Background: an optimization exercise with open tools, aiming at small area. Do not read the settings as production practice.
The RTL was checked by simulation tests, not by an equivalence proof against the original design.

## lane 1
## slink_ll
module slink_ll (
  input  wire         clk,
  input  wire         reset,
  input  wire         enable,
  input  wire [7:0]   swi_short_packet_max,
  input  wire [1:0]   delimeter,
  input  wire [2:0]   tx_active_lanes,
  input  wire [2:0]   rx_active_lanes,
  input  wire         swi_allow_ecc_corrected,
  input  wire         swi_ecc_corrected_causes_reset,
  input  wire         swi_ecc_corrupted_causes_reset,
  input  wire         swi_crc_corrupted_causes_reset,
  input  wire         tx_sop,
  input  wire [7:0]   tx_data_id,
  input  wire [15:0]  tx_word_count,
  input  wire [31:0]  tx_app_data,
  output wire         tx_advance,
  input  wire         tx_sds_sent,
  input  wire         tx_ll_valid,
  output wire [31:0]  tx_link_data,
  output wire         tx_link_idle,
  input  wire         rx_sds_received,
  input  wire         rx_ll_valid,
  input  wire [31:0]  rx_link_data,
  input  wire         external_link_reset_condition,
  output wire         rx_sop,
  output wire [7:0]   rx_data_id,
  output wire [15:0]  rx_word_count,
  output wire [31:0]  rx_app_data,
  output wire         rx_valid,
  output wire         rx_ecc_corrected,
  output wire         rx_ecc_corrupted,
  output wire         rx_crc_corrupted,
  output wire         link_reset_condition
);
slink_ll_tx u_slink_ll_tx (
  .clk                      ( clk                   ),
  .reset                    ( reset                 ),
  .enable                   ( enable                ),
  .swi_short_packet_max     ( swi_short_packet_max  ),
  .sop                      ( tx_sop                ),
  .data_id                  ( tx_data_id            ),
  .word_count               ( tx_word_count         ),
  .app_data                 ( tx_app_data           ),
  .advance                  ( tx_advance            ),
  .delimeter                ( delimeter             ),
  .active_lanes             ( tx_active_lanes       ),
  .sds_sent                 ( tx_sds_sent           ),
  .link_data                ( tx_link_data          ),
  .ll_tx_valid              ( tx_ll_valid           ),
  .link_idle                ( tx_link_idle          ));
slink_ll_rx u_slink_ll_rx (
  .clk                                ( clk                             ),
  ...
clock: 12.0 ns
lec_check: 0
cap_margin: 20
core_margin: 2
core_utilization: 60
slew_margin: 20
standard.sh (not shown) runs the stock make flow with config.mk's settings and CLKGATE_MAP_FILE= SYNTH_SCRIPT=/design/flow/synth_recipe.tcl, a recipe that flattens the netlist after the stock synthesis.
==> flow/flow/run.sh <==
#!/bin/bash
# Standard layout, except: the combinational logic of the standard synthesis
# is re-mapped for area (registers untouched; the smallest of four ABC runs
# with different seeds is kept), the port buffers are buf_1, and the clock
# tree uses clkbuf_8 without dummy loads.
set -euo pipefail
W=$(pwd)
R=$W/orfs/results/$FLOW_PLATFORM/slink_ll/base
YOSYS=$FLOW_HOME/../tools/install/yosys/bin/yosys
LIB=$FLOW_HOME/platforms/$FLOW_PLATFORM/lib/sky130_fd_sc_hd__tt_025C_1v80.lib
bash standard.sh synth > log_1_standard_synth.txt 2>&1
cp $R/1_2_yosys.v $W/std_1_2_yosys.v
for S in 0 1 2 3; do
  sed "s/-S 0/-S $S/" $W/flow/area.abc > $W/area_S$S.abc
  ( RS_LIB=$LIB RS_IN=$W/std_1_2_yosys.v RS_OUT=$W/resynth_S$S.v RS_ABC=$W/area_S$S.abc \
    RS_STAT_IN=$W/stat_std_S$S.txt RS_STAT_OUT=$W/stat_resynth_S$S.txt \
    $YOSYS -c $W/flow/resynth.tcl > log_2_resynth_S$S.txt 2>&1 || rm -f $W/resynth_S$S.v ) &
done
wait
best=""; best_area=""
for S in 0 1 2 3; do
  [[ -s $W/resynth_S$S.v && -s $W/stat_resynth_S$S.txt ]] || continue
  a=$(awk '/Chip area/ {print $NF}' $W/stat_resynth_S$S.txt)
  if [[ -z "$best" ]] || awk -v a="$a" -v b="$best_area" 'BEGIN {exit !(a < b)}'; then
    best=$S; best_area=$a
  fi
done
echo "resynth seeds: kept S=$best (area $best_area)" > log_2_resynth_choice.txt
cp $W/resynth_S$best.v $R/1_2_yosys.v
bash standard.sh "BUFFER_PORTS_ARGS=-buffer_cell sky130_fd_sc_hd__buf_1" \
  "CTS_ARGS=-sink_clustering_enable -repair_clock_nets -buf_list sky130_fd_sc_hd__clkbuf_8 -sink_clustering_size 14 -dont_use_dummy_load" \
  finish > log_3_standard_finish.txt 2>&1
Other scripts of this flow, unchanged in this note and not shown: flow/flow/area.abc, flow/flow/resynth.tcl
The following lists how lane 2 was set up differently from lane 1:
--- a/flow/design.v
+++ b/flow/design.v
@@ -385,31 +385,27 @@
                                  ~remaining[2] & ~remaining[1]);
 wire        never_in  = (&word_count[15:2]) && (lane4 ? (word_count[1] | word_count[0]) : lane2 && (word_count[1] & word_count[0]));
 always @(posedge clk or posedge reset) begin
   if(reset) begin
     state               <= WAIT_SDS;
     link_data_reg       <= 32'd0;
-    byte_count          <= 2'd0;
-    remaining           <= 16'd0;
-    never               <= 1'b0;
-    ecc_reg             <= 6'd0;
     delim_count         <= 2'd0;
-    is_short_pkt_reg    <= 1'b0;
-    crc                 <= 16'h0000;    
   end else begin
     state               <= nstate;
     link_data_reg       <= link_data_reg_in;
-    byte_count          <= byte_count_in;
-    remaining           <= remaining_in;
     delim_count         <= delim_count_in;
-    crc                 <= crc_in;
-    if(hdr_load) begin
-      never             <= never_in;
-      ecc_reg           <= hdr_ecc;
-      is_short_pkt_reg  <= is_short_pkt;
-    end
+  end
+end
+always @(posedge clk) begin
+  byte_count          <= byte_count_in;
+  remaining           <= remaining_in;
+  crc                 <= crc_in;
+  if(hdr_load) begin
+    never             <= never_in;
+    ecc_reg           <= hdr_ecc;
+    is_short_pkt_reg  <= is_short_pkt;
   end
 end
 always @(*) begin
   nstate            = state;
   link_data_reg_in  = link_data_reg;
   byte_count_in     = byte_count;
@@ -772,40 +768,35 @@
 wire        last_data       = slink_ge16(byte_count_step, word_count_reg);
 wire sop_app;
 wire valid_app;
 always @(posedge clk or posedge reset) begin
   if(reset) begin
     state               <= WAIT_SDS;
-    app_data_reg        <= 32'd0;
-    data_id_reg         <= 8'd0;
-    word_count_reg      <= 16'd0;
     sop                 <= 1'b0;
     valid               <= 1'b0;
-    byte_count          <= 16'd0;
-    sop_sent            <= 1'b0;
-    crc_corr_prev       <= 1'b0;
     crc_corrupted       <= 1'b0;
     link_reset_condition<= 1'b0;
     delim_count         <= 2'd0;
-    crc                 <= 16'h0000;    
   end else begin
     state               <= nstate;
-    app_data_reg        <= app_data_reg_in;
-    data_id_reg         <= data_id_reg_in;
-    word_count_reg      <= word_count_reg_in;
     sop                 <= sop_app;
     valid               <= valid_app;
-    byte_count          <= byte_count_in;
-    sop_sent            <= sop_sent_in;
-    crc_corr_prev       <= crc_corr_prev_in;
     crc_corrupted       <= crc_corrupted_in;
     link_reset_condition<= link_reset_condition_in;
     delim_count         <= delim_count_in;
-    crc                 <= crc_in;
   end
 end
+always @(posedge clk) begin
+  app_data_reg        <= app_data_reg_in;
+  data_id_reg         <= data_id_reg_in;
+  word_count_reg      <= word_count_reg_in;
+  byte_count          <= byte_count_in;
+  sop_sent            <= sop_sent_in;
+  crc_corr_prev       <= crc_corr_prev_in;
+  crc                 <= crc_in;
+end
 always @(*) begin
   nstate                = state;
   app_data_reg_in       = app_data_reg;
   data_id_reg_in        = data_id_reg;
   word_count_reg_in     = word_count_reg;
   sop_in                = 1'b0;
Notes after the runs:
- Lane 2 finished every step from synthesis to the final layout, and the layout passed the timing, design-rule and antenna checks.
- Net count reported at finish: higher on lane 1
- For lane 2, the critical path launch point was rx_active_lanes[1], unlike lane 1, where it was tx_active_lanes[1].
- Lane 2 packs its core more tightly than lane 1.
- The lower wire length came out of lane 2.
- [compare] base=lane 1 new=lane 2: count of non-CTS buffers in the layout decreased 6, maximum frequency moved down, clock skew +0.015 ns, setup slack after layout went down 0.11 ns.
- Synthesized cell count: lane 1 and lane 2 compared, higher one is lane 1
- Of lane 1 and lane 2, the lower die width belongs to lane 2.

-- static timing again, ports no longer ideal --
In the flow no input, the clock included, has a driving cell. The finished layouts below were timed again as built, in two steps. Step 1, drivers: a clkbuf_16 drives clk and a buf_2 each remaining input, both assumed. Step 2 times the ports against the registers' clock, not the clock port: input delays grow and output delays shrink by t, the midpoint of the rising clock arrivals with the driver on. Three values: ideal ports, drivers, drivers and shift; two values: the first two.
run | t, ns | setup slack, ns | latest minus earliest clock arrival (ns) | worst data-port slew with drivers (ns)
lane 1 | 0.519 | 2.487 / 2.509 / 1.990 | 0.039 / 0.038 | 0.05
lane 2 | 0.524 | 2.376 / 2.347 / 2.347 | 0.053 / 0.053 | 0.06
After both steps every run listed still meets setup and hold. For lane 1, which loses most, drivers alone change the setup slack by +0.022 ns; drivers and shift together by -0.497 ns.
